Context: an optimization exercise on an open-source flow, tuned for small area and a short achievable clock period. The choices shown serve that exercise and are no tape-out recipe.
Where RTL was checked, it was by simulation tests only, not by an equivalence proof against the original.

==> flow/design.v <==
module fpa(
  input  wire        clk,
  input  wire        reset,
  input  wire [11:0] A,
  input  wire [11:0] B,
  input  wire [11:0] C,
  input  wire [11:0] D,
  input  wire        pushin,
  output reg         pushout,
  output reg  [11:0] Z
);
  localparam K0 = 1;   
  localparam K1 = 1;   
  localparam K2 = 1;   
  localparam K3 = 0;   
  localparam K4 = 0;   
  function automatic ge5(input [4:0] a, input [4:0] b);
    reg [4:0] g, n; reg g43, n43, g21, n21, g40, n40, g4_1, n4_1;
    begin
      g = ~a & b; n = ~(a & ~b);
      g43 = g[4] | (n[4] & g[3]);  n43 = n[4] & n[3];
      g21 = g[2] | (n[2] & g[1]);  n21 = n[2] & n[1];
      g4_1 = g43 | (n43 & g21);    n4_1 = n43 & n21;
      ge5 = ~(g4_1 | (n4_1 & g[0]));
    end
  endfunction
  wire [4:0] eA = A[10:6], eB = B[10:6], eC = C[10:6], eD = D[10:6];
  wire gAB = ge5(eA, eB), gAC = ge5(eA, eC), gAD = ge5(eA, eD);
  wire gBC = ge5(eB, eC), gBD = ge5(eB, eD), gCD = ge5(eC, eD);
  wire selA = gAB & gAC & gAD;
  wire selB = ~gAB & gBC & gBD;
  wire selC = ~gAC & ~gBC & gCD;
  wire selD = ~gAD & ~gBD & ~gCD;
  wire [4:0] mx0 = ({5{selA}} & eA) | ({5{selB}} & eB) | ({5{selC}} & eC) | ({5{selD}} & eD);
  function automatic [6:0] mant(input [11:0] x);
    mant = ((|x[10:6]) ? {1'b1, x[5:0]} : 7'd0) ^ {7{x[11]}};
  endfunction
  wire [47:0] p0 = {mant(A), mant(B), mant(C), mant(D), eA, eB, eC, eD};
  wire [3:0]  s0 = {A[11], B[11], C[11], D[11]};
  reg  [47:0] p1; reg [3:0] s1; reg [4:0] mx1; reg v1;
  generate if (K0) begin : g_k0
    always @(posedge clk) begin p1 <= p0; s1 <= s0; mx1 <= mx0; end
    always @(posedge clk) v1 <= reset ? 1'b0 : pushin;
  end else begin : g_n0
    always @* begin p1 = p0; s1 = s0; mx1 = mx0; v1 = pushin; end
  end endgenerate
  function automatic [10:0] align(input [6:0] m, input s, input [4:0] e, input [4:0] mx);
    reg [4:0] sh; reg [10:0] v;
    begin
      sh = mx - e;
      v = {m, {4{s}}};
      v = sh[0] ? {s, v[10:1]}        : v;
      v = sh[1] ? {{2{s}}, v[10:2]}   : v;
      v = sh[2] ? {{4{s}}, v[10:4]}   : v;
      v = sh[3] ? {{8{s}}, v[10:8]}   : v;
      align = sh[4] ? {11{s}} : v;
    end
  endfunction
  wire [10:0] xA = align(p1[47:41], s1[3], p1[19:15], mx1);
  wire [10:0] xB = align(p1[40:34], s1[2], p1[14:10], mx1);
  wire [10:0] xC = align(p1[33:27], s1[1], p1[9:5],   mx1);
  wire [10:0] xD = align(p1[26:20], s1[0], p1[4:0],   mx1);
  wire [2:0]  ns1 = s1[3] + s1[2] + s1[1] + s1[0];
  wire [2:0]  nn1 = 3'd0 - ns1;
  wire [13:0] r4  = {nn1, 8'd0, ns1};
  reg [43:0] x2; reg [13:0] r42; reg [4:0] mx2; reg v2;
  generate if (K1) begin : g_k1
    always @(posedge clk) begin x2 <= {xA, xB, xC, xD}; r42 <= r4; mx2 <= mx1; end
    always @(posedge clk) v2 <= reset ? 1'b0 : v1;
  end else begin : g_n1
    always @* begin x2 = {xA, xB, xC, xD}; r42 = r4; mx2 = mx1; v2 = v1; end
  end endgenerate
  wire [13:0] q0 = {3'b0, x2[43:33]}, q1 = {3'b0, x2[32:22]}, q2 = {3'b0, x2[21:11]}, q3 = {3'b0, x2[10:0]};
  wire [13:0] a1 = q0 ^ q1 ^ q2;
  wire [13:0] b1 = {(q0 & q1) | (q0 & q2) | (q1 & q2), 1'b0};
  wire [13:0] a2 = a1 ^ b1 ^ q3;
  wire [13:0] b2 = {(a1 & b1) | (a1 & q3) | (b1 & q3), 1'b0};
  wire [13:0] a3 = a2 ^ b2 ^ r42;
  wire [13:0] b3 = {(a2 & b2) | (a2 & r42) | (b2 & r42), 1'b0};
  reg [13:0] a3r, b3r; reg [4:0] mx3; reg v3;
  generate if (K2) begin : g_k2
    always @(posedge clk) begin a3r <= a3; b3r <= b3; mx3 <= mx2; end
    always @(posedge clk) v3 <= reset ? 1'b0 : v2;
  end else begin : g_n2
    always @* begin a3r = a3; b3r = b3; mx3 = mx2; v3 = v2; end
  end endgenerate
  wire [13:0] S = a3r + b3r;
  reg [13:0] S4; reg [4:0] mx4; reg v4;
  generate if (K3) begin : g_k3
    always @(posedge clk) begin S4 <= S; mx4 <= mx3; end
    always @(posedge clk) v4 <= reset ? 1'b0 : v3;
  end else begin : g_n3
    always @* begin S4 = S; mx4 = mx3; v4 = v3; end
  end endgenerate
  wire        sgn = S4[13];
  wire [12:0] M   = sgn ? (13'd0 - S4[12:0]) : S4[12:0];
  wire        d3 = ~|M[12:5];
  wire [12:0] M1 = d3 ? {M[4:0], 8'd0} : M;
  wire        d2 = ~|M1[12:9];
  wire [12:0] M2 = d2 ? {M1[8:0], 4'd0} : M1;
  wire        d1 = ~|M2[12:11];
  wire [12:0] M3 = d1 ? {M2[10:0], 2'd0} : M2;
  wire        d0 = ~M3[12];
  wire [12:0] M4 = d0 ? {M3[11:0], 1'b0} : M3;
  reg sgn5, nz5; reg [5:0] fr5; reg [3:0] lz5; reg [4:0] mx5; reg v5;
  generate if (K4) begin : g_k4
    always @(posedge clk) begin sgn5 <= sgn; nz5 <= M4[12]; fr5 <= M4[11:6]; lz5 <= {d3, d2, d1, d0}; mx5 <= mx4; end
    always @(posedge clk) v5 <= reset ? 1'b0 : v4;
  end else begin : g_n4
    always @* begin sgn5 = sgn; nz5 = M4[12]; fr5 = M4[11:6]; lz5 = {d3, d2, d1, d0}; mx5 = mx4; v5 = v4; end
  end endgenerate
  wire signed [6:0] E = $signed({2'b00, mx5}) - $signed({3'b000, lz5});
  wire [4:0] ef = E[4:0] + 5'd2;
  wire zero = ~nz5 | E[6];
  wire sat  = (E > 7'sd28) | ((E == 7'sd28) & fr5[5] & fr5[4] & (|fr5[3:0]));
  wire [11:0] res = zero ? 12'h000 : sat ? {sgn5, 5'b11110, 6'b110000} : {sgn5, ef, fr5};
  always @(posedge clk) begin
    Z <= res;
    pushout <= reset ? 1'b0 : v5;
  end
endmodule
clock: 5.0 ns
lec_check: 0
abc_area: 1
cap_margin: 20
core_margin: 2
core_utilization: 40
slew_margin: 20
run.sh (not shown) runs the stock make flow with config.mk's settings and CLKGATE_MAP_FILE= SYNTH_SCRIPT=/design/flow/synth_recipe.tcl, a recipe that flattens the netlist after the stock synthesis.
Rerun with:
--- a/flow/design.v
+++ b/flow/design.v
@@ -10,11 +10,11 @@
   output reg  [11:0] Z
 );
   localparam K0 = 1;   
   localparam K1 = 1;   
-  localparam K2 = 1;   
+  localparam K2 = 0;   
   localparam K3 = 0;   
-  localparam K4 = 0;   
+  localparam K4 = 1;   
   function automatic ge5(input [4:0] a, input [4:0] b);
     reg [4:0] g, n; reg g43, n43, g21, n21, g40, n40, g4_1, n4_1;
     begin
       g = ~a & b; n = ~(a & ~b);
Critical path depth shrinks by 11.
Via count is lower by about 1.4%.
Non-clock buffer count came out lower by 12.
Cell count goes down by 1.3%.
Synthesized area falls by about 3.4%.
Wire length fell by about 3.4%.
Function was not checked in any run of this note: the RTL went through the layout flow alone.

Setup of exp/quartz:
Another version of the RTL of fpa (not shown whole).
For scale: ~200 flip-flops, ~9500 um^2 of cells after synthesis.
==> module fpa, before the edit <==
module fpa(
  input  wire        clk,
  input  wire        reset,
  input  wire [11:0] A,
  input  wire [11:0] B,
  input  wire [11:0] C,
  input  wire [11:0] D,
  input  wire        pushin,
  output reg         pushout,
  output reg  [11:0] Z
);
  function automatic ge5(input [4:0] a, input [4:0] b);
    reg [4:0] g, n; reg g43, n43, g21, n21, g4_1, n4_1;
    begin
      g = ~a & b; n = ~(a & ~b);
      g43 = g[4] | (n[4] & g[3]);  n43 = n[4] & n[3];
      g21 = g[2] | (n[2] & g[1]);  n21 = n[2] & n[1];
      g4_1 = g43 | (n43 & g21);    n4_1 = n43 & n21;
      ge5 = ~(g4_1 | (n4_1 & g[0]));
    end
  endfunction
  wire [4:0] eA = A[10:6], eB = B[10:6], eC = C[10:6], eD = D[10:6];
  wire gAB = ge5(eA, eB), gAC = ge5(eA, eC), gAD = ge5(eA, eD);
  wire gBC = ge5(eB, eC), gBD = ge5(eB, eD), gCD = ge5(eC, eD);
  wire selA = gAB & gAC & gAD;
  wire selB = ~gAB & gBC & gBD;
  wire selC = ~gAC & ~gBC & gCD;
  wire selD = ~gAD & ~gBD & ~gCD;
  wire [4:0] mx0 = ({5{selA}} & eA) | ({5{selB}} & eB) | ({5{selC}} & eC) | ({5{selD}} & eD);
  reg [5:0] f1A, f1B, f1C, f1D;
  reg [4:0] e1A, e1B, e1C, e1D, mx1;
  reg [3:0] s1;
  reg       v1;
  always @(posedge clk) begin
    f1A <= A[5:0]; f1B <= B[5:0]; f1C <= C[5:0]; f1D <= D[5:0];
    e1A <= eA; e1B <= eB; e1C <= eC; e1D <= eD;
    s1  <= {A[11], B[11], C[11], D[11]};
    mx1 <= mx0;
    v1  <= reset ? 1'b0 : pushin;
  end
  function automatic [10:0] align(input [5:0] f, input [4:0] e, input [4:0] mx);
    reg [4:0] sh; reg [10:0] v;
    begin
      sh = mx - e;
      v = (|e) ? {1'b1, f, 4'b0000} : 11'd0;
      v = sh[0] ? {1'b0, v[10:1]} : v;
      v = sh[1] ? {2'b0, v[10:2]} : v;
      v = sh[2] ? {4'b0, v[10:4]} : v;
      v = sh[3] ? {8'b0, v[10:8]} : v;
      align = sh[4] ? 11'd0 : v;
    end
  endfunction
  reg [10:0] t2A, t2B, t2C, t2D;    
  reg [3:0]  s2;
  reg [2:0]  nn2;
  reg [4:0]  mx2;
  reg        v2;
  always @(posedge clk) begin
    t2A <= align(f1A, e1A, mx1) ^ {11{s1[3]}};
    t2B <= align(f1B, e1B, mx1) ^ {11{s1[2]}};
    t2C <= align(f1C, e1C, mx1) ^ {11{s1[1]}};
    t2D <= align(f1D, e1D, mx1) ^ {11{s1[0]}};
    s2  <= s1;
    nn2 <= 3'd0 - (s1[3] + s1[2] + s1[1] + s1[0]);
    mx2 <= mx1;
    v2  <= reset ? 1'b0 : v1;
  end
  wire [13:0] q0 = {nn2,  t2A};
  wire [13:0] q1 = {3'b0, t2B};
  wire [13:0] q2 = {3'b0, t2C};
  wire [13:0] q3 = {3'b0, t2D};
  wire [13:0] a1 = q0 ^ q1 ^ q2;
  wire [13:0] b1 = {(q0[12:0] & q1[12:0]) | (q0[12:0] & q2[12:0]) | (q1[12:0] & q2[12:0]), s2[3]};
  wire [13:0] a2 = a1 ^ b1 ^ q3;
  wire [13:0] b2 = {(a1[12:0] & b1[12:0]) | (a1[12:0] & q3[12:0]) | (b1[12:0] & q3[12:0]), s2[2]};
  reg [13:0] g3, p3;
  reg [1:0]  s3;
  reg [4:0]  mx3;
  reg        v3;
  always @(posedge clk) begin
    g3  <= a2 & b2;
    p3  <= a2 ^ b2;
    s3  <= s2[1:0];
    mx3 <= mx2;
    v3  <= reset ? 1'b0 : v2;
  end
  reg [13:0] G, P;
  reg [13:0] Gn, Pn;
  integer i, lv;
  always @* begin
    G = g3; P = p3;
    G[0] = g3[0] | (p3[0] & s3[1]);
    P[0] = 1'b0;
    for (lv = 1; lv < 16; lv = lv * 2) begin
      Gn = G; Pn = P;
      for (i = 0; i < 14; i = i + 1)
        if ((i & lv) != 0) begin
          Gn[i] = G[i] | (P[i] & G[(i & ~(lv - 1)) - 1]);
          Pn[i] = P[i] & P[(i & ~(lv - 1)) - 1];
        end
      G = Gn; P = Pn;
    end
  end
  wire [13:0] cin = {G[12:0], s3[1]};
  wire [13:0] S   = p3 ^ cin;
  wire        sgn = S[13];
  reg [12:0] S4;
  reg        sD4, sgn4;
  reg [4:0]  mx4;
  reg        v4;
  always @(posedge clk) begin
    S4   <= S[12:0];
    sD4  <= s3[0];
    sgn4 <= sgn;
    mx4  <= mx3;
    v4   <= reset ? 1'b0 : v3;
  end
  wire [12:0] W4  = S4 ^ {13{sgn4}};     
  wire        ci4 = sD4 ^ sgn4;
  wire [12:0] M;
  genvar gk;
  assign M[0] = W4[0] ^ ci4;
  generate for (gk = 1; gk < 13; gk = gk + 1) begin : g_inc
    assign M[gk] = W4[gk] ^ (ci4 & (&W4[gk-1:0]));
  end endgenerate
  wire        wz = ~|W4;
  reg [3:0] lzw;
  integer q;
  always @* begin
    lzw = 4'd15;
    for (q = 0; q < 13; q = q + 1)
      if (W4[q]) lzw = 4'd12 - q;
  end
  wire d3 = lzw[3], d2 = lzw[2], d1 = lzw[1], d0 = lzw[0];
  wire [13:0] N1 = d3 ? {M[5:0], 8'd0} : {1'b0, M};
  wire [13:0] N2 = d2 ? {N1[9:0], 4'd0} : N1;
  wire [13:0] N3 = d1 ? {N2[11:0], 2'd0} : N2;
  wire [13:0] N4 = d0 ? {N3[12:0], 1'b0} : N3;
  reg        sgn5, nz5, ov5;
  reg [5:0]  fr5;
  reg [3:0]  lz5;
  reg [4:0]  mx5;
  reg        v5;
  always @(posedge clk) begin
    sgn5 <= sgn4;
    nz5  <= ~wz | ci4;
    ov5  <= N4[13] | wz;             
    fr5  <= N4[13] ? 6'd0 : N4[11:6];
    lz5  <= wz ? 4'd13 : {d3, d2, d1, d0};
    mx5  <= mx4;
    v5   <= reset ? 1'b0 : v4;
  end
  wire [6:0] e7 = {2'b00, mx5} + {6'd0, ov5} + 7'd2 - {3'b000, lz5};
  wire zero  = ~nz5 | e7[6] | ~|e7[5:1];                    
  wire sathi = ~e7[6] & (e7[5] | &e7[4:0]);                  
  wire e30   = ~e7[6] & ~e7[5] & (e7[4:0] == 5'd30);
  wire sat   = sathi | (e30 & fr5[5] & fr5[4] & (|fr5[3:0]));
  wire [11:0] res = zero ? 12'h000 : sat ? {sgn5, 5'b11110, 6'b110000} : {sgn5, e7[4:0], fr5};
  always @(posedge clk) begin
    Z       <= res;
    pushout <= reset ? 1'b0 : v5;
  end
endmodule
clock: 5.0 ns
lec_check: 0
abc_area: 1
cap_margin: 20
core_margin: 2
core_utilization: 40
cts_buf_list: sky130_fd_sc_hd__clkbuf_8
setup_slack_margin: 2.7
slew_margin: 20
standard.sh (not shown) runs the stock make flow with config.mk's settings and CLKGATE_MAP_FILE= SYNTH_SCRIPT=/design/flow/synth_recipe.tcl, a recipe that flattens the netlist after the stock synthesis.
==> flow/flow/run.sh <==
#!/bin/bash
set -euo pipefail
export BUFFER_PORTS_ARGS="-buffer_cell sky130_fd_sc_hd__buf_1"
export CTS_ARGS="-sink_clustering_enable -repair_clock_nets -dont_use_dummy_load -buf_list sky130_fd_sc_hd__clkbuf_8"
bash standard.sh > standard.log 2>&1
For exp/umber, these inputs were changed with respect to exp/quartz:
--- a/flow/design.v
+++ b/flow/design.v
@@ -47,31 +47,31 @@
       v = sh[1] ? {2'b0, v[10:2]} : v;
       v = sh[2] ? {4'b0, v[10:4]} : v;
       v = sh[3] ? {8'b0, v[10:8]} : v;
       align = sh[4] ? 11'd0 : v;
     end
   endfunction
-  reg [10:0] t2A, t2B, t2C, t2D;    
+  reg [10:0] t2A, t2B, t2C, t2D;
   reg [3:0]  s2;
   reg [2:0]  nn2;
   reg [4:0]  mx2;
   reg        v2;
   always @(posedge clk) begin
-    t2A <= align(f1A, e1A, mx1) ^ {11{s1[3]}};
-    t2B <= align(f1B, e1B, mx1) ^ {11{s1[2]}};
-    t2C <= align(f1C, e1C, mx1) ^ {11{s1[1]}};
-    t2D <= align(f1D, e1D, mx1) ^ {11{s1[0]}};
+    t2A <= align(f1A, e1A, mx1);
+    t2B <= align(f1B, e1B, mx1);
+    t2C <= align(f1C, e1C, mx1);
+    t2D <= align(f1D, e1D, mx1);
     s2  <= s1;
     nn2 <= 3'd0 - (s1[3] + s1[2] + s1[1] + s1[0]);
     mx2 <= mx1;
     v2  <= reset ? 1'b0 : v1;
   end
-  wire [13:0] q0 = {nn2,  t2A};
-  wire [13:0] q1 = {3'b0, t2B};
-  wire [13:0] q2 = {3'b0, t2C};
-  wire [13:0] q3 = {3'b0, t2D};
+  wire [13:0] q0 = {nn2,  t2A ^ {11{s2[3]}}};
+  wire [13:0] q1 = {3'b0, t2B ^ {11{s2[2]}}};
+  wire [13:0] q2 = {3'b0, t2C ^ {11{s2[1]}}};
+  wire [13:0] q3 = {3'b0, t2D ^ {11{s2[0]}}};
   wire [13:0] a1 = q0 ^ q1 ^ q2;
   wire [13:0] b1 = {(q0[12:0] & q1[12:0]) | (q0[12:0] & q2[12:0]) | (q1[12:0] & q2[12:0]), s2[3]};
   wire [13:0] a2 = a1 ^ b1 ^ q3;
   wire [13:0] b2 = {(a1[12:0] & b1[12:0]) | (a1[12:0] & q3[12:0]) | (b1[12:0] & q3[12:0]), s2[2]};
   reg [13:0] g3, p3;
   reg [1:0]  s3;
@@ -101,40 +101,37 @@
       G = Gn; P = Pn;
     end
   end
   wire [13:0] cin = {G[12:0], s3[1]};
   wire [13:0] S   = p3 ^ cin;
   wire        sgn = S[13];
-  reg [12:0] S4;
-  reg        sD4, sgn4;
+  reg [12:0] W4;
+  reg        ci4, sgn4;
   reg [4:0]  mx4;
   reg        v4;
   always @(posedge clk) begin
-    S4   <= S[12:0];
-    sD4  <= s3[0];
+    W4   <= S[12:0] ^ {13{sgn}};
+    ci4  <= s3[0] ^ sgn;
     sgn4 <= sgn;
     mx4  <= mx3;
     v4   <= reset ? 1'b0 : v3;
   end
-  wire [12:0] W4  = S4 ^ {13{sgn4}};     
-  wire        ci4 = sD4 ^ sgn4;
   wire [12:0] M;
   genvar gk;
   assign M[0] = W4[0] ^ ci4;
   generate for (gk = 1; gk < 13; gk = gk + 1) begin : g_inc
     assign M[gk] = W4[gk] ^ (ci4 & (&W4[gk-1:0]));
   end endgenerate
   wire        wz = ~|W4;
-  reg [3:0] lzw;
-  integer q;
-  always @* begin
-    lzw = 4'd15;
-    for (q = 0; q < 13; q = q + 1)
-      if (W4[q]) lzw = 4'd12 - q;
-  end
-  wire d3 = lzw[3], d2 = lzw[2], d1 = lzw[1], d0 = lzw[0];
+  wire        d3 = ~|W4[12:5];
+  wire [12:0] L1 = d3 ? {W4[4:0], 8'd0} : W4;
+  wire        d2 = ~|L1[12:9];
+  wire [12:0] L2 = d2 ? {L1[8:0], 4'd0} : L1;
+  wire        d1 = ~|L2[12:11];
+  wire [12:0] L3 = d1 ? {L2[10:0], 2'd0} : L2;
+  wire        d0 = ~L3[12];
   wire [13:0] N1 = d3 ? {M[5:0], 8'd0} : {1'b0, M};
   wire [13:0] N2 = d2 ? {N1[9:0], 4'd0} : N1;
   wire [13:0] N3 = d1 ? {N2[11:0], 2'd0} : N2;
   wire [13:0] N4 = d0 ? {N3[12:0], 1'b0} : N3;
   reg        sgn5, nz5, ov5;
   reg [5:0]  fr5;
@@ -147,17 +144,16 @@
     ov5  <= N4[13] | wz;             
     fr5  <= N4[13] ? 6'd0 : N4[11:6];
     lz5  <= wz ? 4'd13 : {d3, d2, d1, d0};
     mx5  <= mx4;
     v5   <= reset ? 1'b0 : v4;
   end
-  wire [6:0] e7 = {2'b00, mx5} + {6'd0, ov5} + 7'd2 - {3'b000, lz5};
-  wire zero  = ~nz5 | e7[6] | ~|e7[5:1];                    
-  wire sathi = ~e7[6] & (e7[5] | &e7[4:0]);                  
-  wire e30   = ~e7[6] & ~e7[5] & (e7[4:0] == 5'd30);
-  wire sat   = sathi | (e30 & fr5[5] & fr5[4] & (|fr5[3:0]));
-  wire [11:0] res = zero ? 12'h000 : sat ? {sgn5, 5'b11110, 6'b110000} : {sgn5, e7[4:0], fr5};
+  wire signed [6:0] E = $signed({2'b00, mx5}) - $signed({3'b000, lz5}) + $signed({6'b0, ov5});
+  wire [4:0] ef = E[4:0] + 5'd2;
+  wire zero = ~nz5 | E[6];
+  wire sat  = (E > 7'sd28) | ((E == 7'sd28) & fr5[5] & fr5[4] & (|fr5[3:0]));
+  wire [11:0] res = zero ? 12'h000 : sat ? {sgn5, 5'b11110, 6'b110000} : {sgn5, ef, fr5};
   always @(posedge clk) begin
     Z       <= res;
     pushout <= reset ? 1'b0 : v5;
   end
 endmodule
Notes after the runs:
No stage failed in exp/umber, and the final checks on the layout all came back clean.
exp/quartz finished end to end and its layout was clean on timing, DRC and antenna.
Of exp/umber and exp/quartz, it is exp/umber that has the higher met1 wire length.
Sort exp/umber and exp/quartz by setup slack asc -> top: exp/quartz
Post-CTS setup buffer count down 13 in exp/umber wrt exp/quartz
Function not checked in exp/quartz: the RTL went through the layout flow alone.

re-timing with driven ports:
Ports are ideal in the flow. The routed layouts listed here were re-timed in OpenROAD.
Step 1, drivers: a clkbuf_16 drives clk and a buf_2 each remaining input, both assumed.
Step 2 moves the port delays by t, midway between the first and last clock arrival at a register: inputs arrive t later, outputs are due t later. That takes back most of the time a late clock gives input paths.
a / b / c = ideal ports / drivers / drivers and shift; a / b = the first two.
run | t, ns | setup slack, ns | worst setup path at the end | worst register clock-pin slew, ns
the first run of note 1 | 0.467 | 0.178 / 0.178 / 0.178 | register to register | 0.07 / 0.07
the second run of note 1 | 0.465 | 0.300 / 0.300 / 0.300 | register to register | 0.07 / 0.07
exp/quartz | 0.493 | 2.646 / 2.646 / 2.363 | input to register | 0.11 / 0.11
exp/umber | 0.472 | 2.734 / 2.734 / 2.461 | input to register | 0.10 / 0.10
After both steps setup and hold are still met in every run listed. For exp/quartz, which loses most, drivers alone change the setup slack by 0.000 ns; drivers and shift together by -0.283 ns.
